Background: an optimization exercise with open tools, aiming at small area and a short achievable clock period. Do not read the settings as production practice. No functional check of the RTL was part of this run. No activity file was given, so power comes from the tool's default toggle rates.

$ cat flow/design.v
module register_file (
    input clk,
    input clr,
    input [4:0] A1,
    input [4:0] A2,
    input [4:0] A3,
    input [31:0] WD3,
    input WE3,
    output [31:0] RD1,
    output [31:0] RD2
);
  wire [31:0] wdata = clr ? 32'd0 : WD3;
  reg [31:0] R[0:31];
  genvar i;
  generate
    for (i = 0; i < 32; i = i + 1) begin : g_reg
      wire wen = clr | (WE3 & (A3 == i));
      always @(posedge clk) if (wen) R[i] <= wdata;
    end
  endgenerate
  reg [31:0] rd1, rd2;
  integer k;
  always @(*) begin
    rd1 = 32'd0;
    rd2 = 32'd0;
    for (k = 0; k < 32; k = k + 1) begin
      rd1 = rd1 | (R[k] & {32{A1 == k}});
      rd2 = rd2 | (R[k] & {32{A2 == k}});
    end
  end
  assign RD1 = rd1;
  assign RD2 = rd2;
endmodule
module pipelined_mips (
    input clk,
    input rst,
    output [31:0] imem_addr,
    input [31:0] imem_rdata,
    output [31:0] dmem_addr,
    output [31:0] dmem_wdata,
    output dmem_we,
    output dmem_re,
    input [31:0] dmem_rdata
);
  reg  [31:2] pcF;
  wire [31:2] pcPlus4F = pcF + 30'd1;
  wire        stall;
  reg         pcSrcM;
  reg  [31:0] wdataM;   
  always @(posedge clk) begin
    if (rst) pcF <= 30'd0;
    else if (!stall) pcF <= pcSrcM ? wdataM[31:2] : pcPlus4F;
  end
  assign imem_addr = {pcF, 2'b00};
  wire [5:0] opF = imem_rdata[31:26];
  wire isRF = (opF == 6'b000000);
  wire isLwF = (opF == 6'b100011);
  wire isSwF = (opF == 6'b101011);
  wire isBeqF = (opF == 6'b000100);
  reg isRD, isLwD, isSwD, isBeqD;
  reg [4:0] rsD, rtD;
  reg [15:0] immD;
  reg [31:2] pcPlus4D;
  always @(posedge clk) begin
    if (rst) begin
      isRD   <= 1'b0;
      isLwD  <= 1'b0;
      isSwD  <= 1'b0;
      isBeqD <= 1'b0;
    end else if (!stall) begin
      isRD   <= isRF;
      isLwD  <= isLwF;
      isSwD  <= isSwF;
      isBeqD <= isBeqF;
    end
    if (!stall) begin
      rsD      <= imem_rdata[25:21];
      rtD      <= imem_rdata[20:16];
      immD     <= imem_rdata[15:0];
      pcPlus4D <= pcPlus4F;
    end
  end
  wire [4:0] rdD = immD[15:11];
  wire [5:0] functD = immD[5:0];
  wire [31:0] rd1D, rd2D;
  reg  [31:0] resultW;
  reg  [ 4:0] writeRegW;
  reg         regWriteW;
  reg rstQ;
  always @(posedge clk) rstQ <= rst;
  register_file RF (
      .clk(clk),
      .clr(rstQ),
      .A1 (rsD),
      .A2 (rtD),
      .A3 (writeRegW),
      .WD3(resultW),
      .WE3(regWriteW),
      .RD1(rd1D),
      .RD2(rd2D)
  );
  reg [2:0] aluCtlD;
  always @(*) begin
    if (!isRD) aluCtlD = 3'b010;
    else
      case (functD)
        6'b100000: aluCtlD = 3'b010;
        6'b100010: aluCtlD = 3'b110;
        6'b100101: aluCtlD = 3'b001;
        6'b101010: aluCtlD = 3'b111;
        default:   aluCtlD = 3'b000;
      endcase
  end
  wire [4:0] writeRegD = isRD ? rdD : rtD;
  reg regWriteE, memToRegE, memWriteE, branchE;
  reg [4:0] writeRegE;
  reg regWriteM;
  reg [4:0] writeRegM;
  wire rsHitE = (rsD == writeRegE);
  wire rtHitE = (rtD == writeRegE);
  assign stall = memToRegE & (rsHitE | rtHitE);
  wire rsNZ = |rsD;
  wire rtNZ = |rtD;
  wire fwdAMD = rsNZ & rsHitE & regWriteE;
  wire fwdBMD = rtNZ & rtHitE & regWriteE;
  wire fwdAWD = rsNZ & (rsD == writeRegM) & regWriteM;
  wire fwdBWD = rtNZ & (rtD == writeRegM) & regWriteM;
  reg [31:0] rd1E, rd2E;
  reg [15:0] immE;
  reg [31:2] pcPlus4E;
  reg aluSrcE;
  reg [2:0] aluCtlE;
  reg fwdAME, fwdAWE, fwdBME, fwdBWE;
  always @(posedge clk) begin
    if (rst | stall) begin
      regWriteE <= 1'b0;
      memToRegE <= 1'b0;
      memWriteE <= 1'b0;
      branchE   <= 1'b0;
    end else begin
      regWriteE <= isRD | isLwD;
      memToRegE <= isLwD;
      memWriteE <= isSwD;
      branchE   <= isBeqD;
    end
    writeRegE <= writeRegD;
    rd1E      <= rd1D;
    rd2E      <= rd2D;
    immE      <= immD;
    pcPlus4E  <= pcPlus4D;
    aluSrcE   <= isLwD | isSwD;
    aluCtlE   <= aluCtlD;
    fwdAME    <= fwdAMD;
    fwdAWE    <= fwdAWD;
    fwdBME    <= fwdBMD;
    fwdBWE    <= fwdBWD;
  end
  reg [31:0] aluOutM;
  wire [31:0] srcA = fwdAME ? aluOutM : fwdAWE ? resultW : rd1E;
  wire [31:0] regB = fwdBME ? aluOutM : fwdBWE ? resultW : rd2E;
  wire [31:0] immExtE = {{16{immE[15]}}, immE};
  wire [31:0] srcB = aluSrcE ? immExtE : regB;
  wire [31:0] bIn = aluCtlE[2] ? ~srcB : srcB;
  wire [31:0] sum = srcA + bIn + {31'd0, aluCtlE[2]};
  reg  [31:0] aluRes;
  always @(*) begin
    case (aluCtlE[1:0])
      2'b00: aluRes = srcA & srcB;
      2'b01: aluRes = srcA | srcB;
      2'b10: aluRes = sum;
      default: aluRes = {31'd0, sum[31]};
    endcase
  end
  wire eqE = (srcA == regB);
  wire [31:2] targetE = pcPlus4E + {{14{immE[15]}}, immE};
  reg memToRegM, memWriteM;
  always @(posedge clk) begin
    if (rst) begin
      regWriteM <= 1'b0;
      memToRegM <= 1'b0;
      memWriteM <= 1'b0;
      pcSrcM    <= 1'b0;
    end else begin
      regWriteM <= regWriteE;
      memToRegM <= memToRegE;
      memWriteM <= memWriteE;
      pcSrcM    <= branchE & eqE;
    end
    writeRegM <= writeRegE;
    aluOutM   <= aluRes;
    wdataM    <= branchE ? {targetE, 2'b00} : rd2E;
  end
  assign dmem_addr  = aluOutM;
  assign dmem_wdata = wdataM;
  assign dmem_we    = memWriteM;
  assign dmem_re    = memToRegM;
  always @(posedge clk) begin
    if (rst) regWriteW <= 1'b0;
    else regWriteW <= regWriteM;
    writeRegW <= writeRegM;
    resultW   <= memToRegM ? dmem_rdata : aluOutM;
  end
endmodule
$ cat flow/config.mk
export PLATFORM = sky130hd
export DESIGN_NAME = pipelined_mips
export DESIGN_NICKNAME = pipelined_mips
export VERILOG_FILES = /design/flow/design.v
export SDC_FILE = /design/flow/constraint.sdc
export NUM_CORES = 4
export LEC_CHECK = 0
export CAP_MARGIN = 20
export CORE_MARGIN = 2
export CORE_UTILIZATION = 40
export PLACE_DENSITY = 0.6
export SLEW_MARGIN = 20
$ cat flow/constraint.sdc
create_clock -name core_clock -period 17.0 [get_ports {clk}]
set_input_delay 3.4000 -clock core_clock [delete_from_list [all_inputs] [get_ports {clk}]]
set_output_delay 3.4000 -clock core_clock [all_outputs]
set_load 0.01 [all_outputs]
$ cat flow/run.sh
#!/bin/bash
# synth_recipe.tcl (not shown) runs the flow's synth.tcl, then flattens the netlist and writes it again
# the make line also repeats each setting of config.mk as NAME=value (left out here)
make -C /OpenROAD-flow-scripts/flow DESIGN_CONFIG=/design/flow/config.mk WORK_HOME=/design/flow/orfs CLKGATE_MAP_FILE= SYNTH_SCRIPT=/design/flow/synth_recipe.tcl finish
==> run summary <==
-- cell usage in the layout, fill, tap and decap left out, drive strengths merged, types with 51 or more instances in the layout --
cell type      synthesis  final
edfxtp              1080   1080
a22oi                648    648
nand3                174    174
inv                   54     66
xor2                  64     64
mux2i                 80     80
or4                   51     51
ha                    60     60
dfxtp                273    273
a221oi               195    195
o21ai                 76     76
a21oi                150    150
nand4                119    119
nand2                 95     95
clkbuf               231    182
xnor2                 97     97
buf                   67    125
clkdlybuf4s50          0    160
nor2b                 51     51
a22o                 191    191
nor2                 237    237
mux2                  54     54
-- Yosys cell counts, drive strengths merged (9+ instances only) --
master,count,area (um2)
a211oi,11,82.6
a21o,29,218
a21oi,150,754
a221oi,195,1730
a22o,191,1670
a22oi,648,4860
buf,67,290
clkbuf,231,868
dfxtp,273,5470
edfxtp,1080,32400
ha,60,751
inv,54,203
maj3,30,300
mux2,54,608
mux2i,80,801
nand2,95,357
nand2b,19,119
nand3,174,871
nand3b,11,82.6
nand4,119,744
nor2,237,890
nor2b,51,319
nor3,28,145
nor4,9,56.3
o21a,25,188
o21ai,76,388
o22ai,27,169
o31ai,14,115
or3,17,106
or4,51,383
xnor2,97,850
xor2,64,561
-- per-layer routing --
| metal | vias up | share of wire (%) | track usage [%] |
|---|---|---|---|
| li1 | 18000 | - | - |
| met5 | - | 0.11 | 1.98 |
| met3 | 1621 | 17 | 16.2 |
| met1 | 22900 | 33 | 41.6 |
| met2 | 4988 | 40 | 49.3 |
| met4 | 12 | 9.6 | 24.4 |
-- state kept, by name, indices dropped and copies added (netlist names), 32 cells and up --
name / count
resultW: 32
RF.R: 1024
wdataM: 32
aluOutM: 32
rd1E: 32
rd2E: 32
-- final timing paths --
check / slack, ps / endpoint / cells after the start / from
setup / recovery: 11120 / dmem_re / 1 / memToRegM
hold / removal: 330 / pcPlus4E[12] / 0 / pcPlus4D[12]
setup reg to reg: 12220 / aluOutM[28] / 17 / fwdBWE
hold reg to reg: 330 / pcPlus4E[12] / 0 / pcPlus4D[12]
-- through the flow --
stage	cells	setup slack [ps]
finish	6539	11120
detailed placement	6253	11900
global placement	6253	11920
CTS	6510	11060
floorplan	4366	12440
global route	6528	11010
-- power groups by stage --
stage                     clock network (mW)  logic [mW]  registers (mW)
after floorplan                            0       0.734            4.71
after CTS                               3.12        1.32            4.91
after global placement                     0        1.30            4.98
final                                   3.12        1.38            4.96
after global routing                    3.24        1.45            4.99
after detailed placement                   0        1.31            4.97
-- area by class of cell --
class	instances	area, um2	share of cell area (%)
antenna	26	65.1	0.0963
clock inverter	75	838	1.24
inverter	56	210	0.311
timing repair buffer	285	2560	3.79
multi-input combinational	2659	19800	29.4
tap	1903	2380	3.53
sequential	1353	37900	56.1
clock buffer	182	3740	5.54
-- kinds of logic after synthesis --
group / after synthesis / synth area share (%)
buf+inv: 354 / 2.35
fa+ha+maj: 92 / 1.87
other cells: 1 / 0.00644
flops: 1353 / 65.1
xor+xnor: 161 / 2.42
compound gates: 1420 / 18.3
mux: 134 / 2.42
simple gates: 850 / 7.50
==> reports/results.ini <==
[power_and_ir_drop]
clkPwrFrac_pct = 33.0
p_seq_share_pct = 52.4
p_switching_mw = 2.84
ir_worst_vdd_uv = 118
p_leak_nw = 23.4
p_total_mw = 9.47
cellPowerDensity_nw_per_um2 = 140
swShare_pct = 30.0
intPower_mw = 6.63
combPwrFrac_pct = 14.6

[timing]
finalCriticalPeriod_ps = 5880
finalHoldViolations = 0
drv_slew = 0
hold-worst-slack_ps = 334
relSlewSlack_pct = 14.7
tns_ps = 0
setup_viol = 0
min_period_over_period_pct = 34.6
max_freq_mhz = 170
rsz0062_at_grt = no
tightest_slew_ps = 1280
finClkSkew_ps = 42.2

[critical_path]
crit_chain = clkdlybuf4s50_1
worstSetupStartpointType = flip-flop
crit_type = reg2out
worstPathRequired_ps = 13600
critPathBufInv = 1
slowest_stage = dfxtp_2
crit_fanout = 34
cpPeakStageDelay_ps = 990
end_kind = primary output
crit_family = flip-flops
cp.arrival_ps = 2480

[job]
maxCapViolations = 0

[logic_synthesis]
syn_area_um2 = 58200
avgSynthCellArea_um2 = 13.3
syn-instance-count = 4365
yosys_warnings = 3
synth_edf_count = 1080
ys_seq_area_share_pct = 65.1
postSynth.asyncResetShare_pct = 0
yosysUniqueCellTypes = 80
synthFlopType = edfxtp_1
ys_ff_latch = 1353

[global_route]
grt_max_degree = 69
grt_pass1_vias = 44100
grt_use_total_pct = 34.8
overflow = 0
grt_antenna_before_repair = 14
grt_pass1_wl_mm = 357

[drt]
drt_pass1_iterations = 11
vias_per_cell = 7.26
wire_per_inst_um = 40.9
routed_wl_mm = 268
drc = 0
dr.first_iter.drc_count = 9951
vias = 47500
ant_nets = 0

[placement]
portBuffers = 161
postPlaceCellArea_um2 = 62800
gp_congestion = 0.939
dpl.hpwl_mm = 140

[clocking]
clk_pin_slew_ps = 60
clockRootBuffer = clkbuf_16
cts.sinks = 1353
post_cts_resized = 0
holdBufCountCts = 0
clock_path_buffers = 3
cts_buffers = 141
cts_tree = built
insertion_delay_ps = 820
htree_levels = 4
post_cts_buffers = 0

[worst_hold_path]
worstHoldPathType = reg2reg

[final_layout]
final_area_um2 = 67500
nNetsFinal = 4624
synthToLayoutAreaGrowth_pct = 16.0
drive_gt1_share_pct = 11.9
final_core_util_pct = 46.9
fillers = 12600

[die]
rows = 139
core_um2 = 144000
dieArea_um2 = 149000
io_pins = 164
die_x_um = 386
die_h_um = 386
start_util_pct = 40.4

[run_status]
status = no timing/DRC/antenna violations

-- separate check: timing with driven ports --
The results above use ideal ports. As a check the final layout listed here was re-extracted and re-timed, cells and wires unchanged.
Step 1 assumes that a clkbuf_16 drives the clock port and a buf_2 every other input.
Step 2 also shifts input and output timing later by t, the mid clock arrival at the registers, as if the neighbouring blocks saw the same clock.
a / b / c = ideal ports / drivers / drivers and shift; a / b = the first two.
t (ns): 0.873
setup slack, ns: 11.122 / 11.047 / 11.920
worst setup path after step 2: register to output
latest minus earliest clock arrival (ns): 0.045 / 0.045
slew at the worst register clock pin (ns): 0.07 / 0.07
After both steps this run still meets setup and hold. For this run, drivers alone change the setup slack by -0.075 ns; drivers and shift together by +0.798 ns.
